This is an optimization exercise on Yosys and OpenROAD, whose aim is small area, not a production implementation. The RTL was checked by simulation tests, not by an equivalence proof against the original design. Power and IR drop assume default switching activity.

==> trial 45 <==
==> flow/design.v <==
module FSM_MSI_CPU_requests_controller(
	input valid, modified, hit, write,
	output write_back,
	output modified_next
	);
	assign write_back = valid & modified & ~hit;
	assign modified_next = write | (modified & hit);
endmodule
module FSM_MSI_BUS_requests_controller(
	input valid, modified, tag_match,
	input bus_write, bus_hit, bus_own_m,
	output write_back, supply, match,
	output valid_next, modified_next
	);
	wire own_m = valid & modified;
	assign write_back = own_m & ~bus_hit;            
	assign supply = write_back & tag_match;
	assign match = valid & tag_match;
	assign valid_next = ~(bus_write & (~bus_hit | (~modified & ~bus_own_m)));
	assign modified_next = modified & bus_hit;
endmodule
module cache_directlyMapped_32x21bits(
	input clk, rst,
	input write,
	input [15:0] write_data,
	input [8:0] mem_address,
	input [15:0] mem_data_delivery,
	input bus_write,
	input [8:0] bus_address,
	input bus_hit,               
	input bus_own_m,             
	input bus_data_found,        
	input [15:0] bus_data_delivery,
	output hit, own_m,
	output [15:0] data_out_cpu,
	output cpu_write_back, bus_write_back,
	output [8:0] address_out_mem_cpu, address_out_mem_bus,
	output [15:0] data_out_mem_cpu, data_out_mem_bus,
	output supply
	);
	reg        v  [0:31];
	reg        m  [0:31];
	reg [3:0]  tg [0:31];
	reg [15:0] dt [0:31];
	wire [4:0] idx = mem_address[4:0];
	wire [3:0] tag = mem_address[8:5];
	wire [4:0] bidx = bus_address[4:0];
	wire [3:0] btag = bus_address[8:5];
	wire [31:0] csel = 32'd1 << idx;
	wire [31:0] bsel = 32'd1 << bidx;
	wire [31:0] col [0:21];    
	genvar g, gb;
	generate for (g = 0; g < 32; g = g + 1) begin : rd
		assign col[0][g] = v[g];
		assign col[1][g] = m[g];
		for (gb = 0; gb < 4; gb = gb + 1) begin : t
			assign col[2 + gb][g] = tg[g][gb];
		end
		for (gb = 0; gb < 16; gb = gb + 1) begin : d
			assign col[6 + gb][g] = dt[g][gb];
		end
	end endgenerate
	wire [21:0] c_line, b_line;
	generate for (gb = 0; gb < 22; gb = gb + 1) begin : sel
		line_select32 c_sel(.sel(csel), .d(col[gb]), .q(c_line[gb]));
		line_select32 b_sel(.sel(bsel), .d(col[gb]), .q(b_line[gb]));
	end endgenerate
	wire        c_v = c_line[0], c_m = c_line[1];
	wire        b_v = b_line[0], b_m = b_line[1];
	wire [3:0]  c_tg = c_line[5:2], b_tg = b_line[5:2];
	wire [15:0] c_dt = c_line[21:6], b_dt = b_line[21:6];
	assign hit = c_v & (c_tg == tag);
	assign own_m = c_v & c_m;
	wire c_m_next, b_v_next, b_m_next, b_match;
	FSM_MSI_CPU_requests_controller _CTRL_R_(
		.valid(c_v), .modified(c_m), .hit(hit), .write(write),
		.write_back(cpu_write_back), .modified_next(c_m_next));
	FSM_MSI_BUS_requests_controller _CTRL_B_(
		.valid(b_v), .modified(b_m), .tag_match(b_tg == btag),
		.bus_write(bus_write), .bus_hit(bus_hit), .bus_own_m(bus_own_m),
		.write_back(bus_write_back), .supply(supply), .match(b_match),
		.valid_next(b_v_next), .modified_next(b_m_next));
	assign data_out_cpu = hit ? c_dt : (bus_data_found ? bus_data_delivery : mem_data_delivery);
	wire [15:0] d_next = write ? write_data : data_out_cpu;
	assign address_out_mem_cpu = {c_tg, idx};
	assign address_out_mem_bus = {b_tg, bidx};
	assign data_out_mem_cpu = c_dt;
	assign data_out_mem_bus = b_dt;
	integer i;
	always @(posedge clk) begin
		if (rst) begin
			for (i = 0; i < 32; i = i + 1)
				v[i] <= 1'b0;
		end else begin
			v[idx] <= 1'b1;
			if (b_match)
				v[bidx] <= b_v_next;    
		end
		m[idx] <= c_m_next;
		if (b_match)
			m[bidx] <= b_m_next;
		tg[idx] <= tag;
		dt[idx] <= d_next;
	end
endmodule
module line_select32(
	input [31:0] sel,
	input [31:0] d,
	output q
	);
	wire [10:0] n;
	genvar g;
	generate for (g = 0; g < 10; g = g + 1) begin : grp
		aoi222 a(.a1(sel[3*g]), .a2(d[3*g]), .b1(sel[3*g+1]), .b2(d[3*g+1]),
		         .c1(sel[3*g+2]), .c2(d[3*g+2]), .y(n[g]));
	end endgenerate
	aoi22 last(.a1(sel[30]), .a2(d[30]), .b1(sel[31]), .b2(d[31]), .y(n[10]));
	assign q = ~&n;
endmodule
module aoi222(input a1, a2, b1, b2, c1, c2, output y);
	assign y = ~((a1 & a2) | (b1 & b2) | (c1 & c2));
endmodule
module aoi22(input a1, a2, b1, b2, output y);
	assign y = ~((a1 & a2) | (b1 & b2));
endmodule
module msi_main(
	input clk,
	input rst,
	input core1_write,
	input [8:0] core1_mem_adress,
	input [15:0] core1_write_data,
	input core2_write,
	input [8:0] core2_mem_adress,
	input [15:0] core2_write_data,
	input [15:0] mem_readed1, mem_readed2,
	output [15:0] cache1_data_out_cpu, cache2_data_out_cpu,
	output cache1_write_back_cpu, cache1_write_back_bus, cache2_write_back_cpu, cache2_write_back_bus,
	output [8:0] cache1_address_out_mem_cpu, cache1_address_out_mem_bus, cache2_address_out_mem_cpu, cache2_address_out_mem_bus,
	output [15:0] cache1_data_out_mem_cpu, cache1_data_out_mem_bus, cache2_data_out_mem_cpu, cache2_data_out_mem_bus
);
	wire c1_hit, c2_hit, c1_own_m, c2_own_m;
	wire c1_supply, c2_supply;
	wire [15:0] c1_bus_data, c2_bus_data;
	cache_directlyMapped_32x21bits _CORE1_CACHE_(
		.clk(clk), .rst(rst),
		.write(core1_write), .write_data(core1_write_data), .mem_address(core1_mem_adress),
		.mem_data_delivery(mem_readed1),
		.bus_write(core2_write), .bus_address(core2_mem_adress),
		.bus_hit(c2_hit), .bus_own_m(c2_own_m),
		.bus_data_found(c2_supply), .bus_data_delivery(c2_bus_data),
		.hit(c1_hit), .own_m(c1_own_m),
		.data_out_cpu(cache1_data_out_cpu),
		.cpu_write_back(cache1_write_back_cpu), .bus_write_back(cache1_write_back_bus),
		.address_out_mem_cpu(cache1_address_out_mem_cpu), .address_out_mem_bus(cache1_address_out_mem_bus),
		.data_out_mem_cpu(cache1_data_out_mem_cpu), .data_out_mem_bus(c1_bus_data),
		.supply(c1_supply)
	);
	cache_directlyMapped_32x21bits _CORE2_CACHE_(
		.clk(clk), .rst(rst),
		.write(core2_write), .write_data(core2_write_data), .mem_address(core2_mem_adress),
		.mem_data_delivery(mem_readed2),
		.bus_write(core1_write), .bus_address(core1_mem_adress),
		.bus_hit(c1_hit), .bus_own_m(c1_own_m),
		.bus_data_found(c1_supply), .bus_data_delivery(c1_bus_data),
		.hit(c2_hit), .own_m(c2_own_m),
		.data_out_cpu(cache2_data_out_cpu),
		.cpu_write_back(cache2_write_back_cpu), .bus_write_back(cache2_write_back_bus),
		.address_out_mem_cpu(cache2_address_out_mem_cpu), .address_out_mem_bus(cache2_address_out_mem_bus),
		.data_out_mem_cpu(cache2_data_out_mem_cpu), .data_out_mem_bus(c2_bus_data),
		.supply(c2_supply)
	);
	assign cache1_data_out_mem_bus = c1_bus_data;
	assign cache2_data_out_mem_bus = c2_bus_data;
endmodule
==> flow/flow/run.sh <==
#!/bin/bash
# Own layout flow: the standard ORFS flow (standard synthesis unchanged), with
#  - the port buffers made with a small buffer instead of the default delay cell,
#  - clock tree synthesis with small clock buffers and no dummy loads.
# Make output goes to standard.log here; every ORFS step keeps its own log under orfs/logs/.
set -euo pipefail
export BUFFER_PORTS_ARGS="-buffer_cell sky130_fd_sc_hd__buf_2"
export CTS_ARGS="-sink_clustering_enable -repair_clock_nets -dont_use_dummy_load -buf_list sky130_fd_sc_hd__clkbuf_8 -sink_clustering_size 14 -sink_clustering_max_diameter 50"
bash standard.sh > standard.log 2>&1
==> flow/standard.sh <==
#!/bin/bash
# synth_recipe.tcl (not shown) runs the flow's synth.tcl, then flattens the netlist and writes it again
# the make line also repeats each setting of config.mk as NAME=value (left out here)
make -C /OpenROAD-flow-scripts/flow DESIGN_CONFIG=/design/flow/config.mk WORK_HOME=/design/flow/orfs CLKGATE_MAP_FILE= SYNTH_SCRIPT=/design/flow/synth_recipe.tcl "${@:-finish}"
==> flow/config.mk <==
export PLATFORM = sky130hd
export DESIGN_NAME = msi_main
export DESIGN_NICKNAME = msi_main
export VERILOG_FILES = /design/flow/design.v
export SDC_FILE = /design/flow/constraint.sdc
export NUM_CORES = 4
export LEC_CHECK = 0
export CAP_MARGIN = 20
export CORE_MARGIN = 2
export CORE_UTILIZATION = 30
export PLACE_DENSITY = 0.45
export SETUP_SLACK_MARGIN = 0.1
export SLEW_MARGIN = 20
export SYNTH_HIERARCHICAL = 1
export SYNTH_MINIMUM_KEEP_SIZE = 0
==> flow/constraint.sdc <==
create_clock -name core_clock -period 9.0 [get_ports {clk}]
set_input_delay 1.8000 -clock core_clock [delete_from_list [all_inputs] [get_ports {clk}]]
set_output_delay 1.8000 -clock core_clock [all_outputs]
set_load 0.01 [all_outputs]
==> inputs of trial 12, as changes to trial 45 <==
==> flow/flow/run.sh (replaced) <==
#!/bin/bash
# Own layout flow: the standard ORFS flow (standard synthesis unchanged), with
#  - the port buffers made with a small buffer instead of the default delay cell,
#  - clock tree synthesis with small (clkbuf_4) clock buffers and no dummy loads.
# Make output goes to standard.log here; every ORFS step keeps its own log under orfs/logs/.
set -euo pipefail
export BUFFER_PORTS_ARGS="-buffer_cell sky130_fd_sc_hd__buf_2"
export CTS_ARGS="-sink_clustering_enable -repair_clock_nets -dont_use_dummy_load -buf_list sky130_fd_sc_hd__clkbuf_4 -sink_clustering_size 10 -sink_clustering_max_diameter 40"
bash standard.sh > standard.log 2>&1
CORE_UTILIZATION = 45   (was 30)
PLACE_DENSITY = 0.6   (was 0.45)
==> results.txt <==
Initial core utilization: trial 12 45.2%; trial 45 30.1%
Clock-pin slew of the registers on the worst-case setup and hold paths: trial 12 80 ps; trial 45 50 ps
Data arrival time of the critical path: trial 12 6830 ps; trial 45 6860 ps
Remaining max-slew budget at the tightest pin: trial 12 23.5%; trial 45 21.7%
Timing-limited maximum frequency: trial 12 116 MHz; trial 45 115 MHz
First-iteration detailed-routing DRC count: trial 12 12300; trial 45 9658
Power Combinational: trial 12 1.21 mW; trial 45 1.30 mW
Hold Crit Start: trial 12 _CORE1_CACHE_.v[28]; trial 45 _CORE1_CACHE_.v[27]
Cells on worst reg2reg path: trial 12 12; trial 45 11
Global routing usage summed across all routing layers: trial 12 33.7%; trial 45 25.4%
Tapcell Cnt: trial 12 1755; trial 45 2640
Result of the run: trial 12 no timing/DRC/antenna violations; trial 45 no timing/DRC/antenna violations
Signal buf overhead: trial 12 4.94%; trial 45 4.99%

## port drivers added, routing unchanged
How much do the figures lean on ideal ports? The routed layouts below were timed once more, with nothing changed but the port constraints. Step 1 sets driving cells, clkbuf_16 on the clock port and buf_2 on the other inputs (assumed; they add their load-dependent delay and slew). Step 2 times the ports against the registers' clock, not the clock port: input delays grow and output delays shrink by t, the midpoint of the rising clock arrivals with the driver on. Slacks: no drivers / after step 1 / after step 2; pairs: no drivers / after step 1.
| run | t (ns) | setup slack, ns | worst register clock-pin slew, ns | worst slew at a driven data input, ns | pins driven straight from the clock port |
|---|---|---|---|---|---|
| trial 45 | 0.992 | 0.338 / 0.268 / 0.268 | 0.10 / 0.10 | 0.11 | 1 |
| trial 12 | 1.252 | 0.373 / 0.349 / 0.350 | 0.12 / 0.12 | 0.06 | 1 |
After both steps every run listed still meets setup and hold. The setup slack of trial 45, which loses most, moves by -0.070 ns with the drivers and by -0.070 ns with both steps.
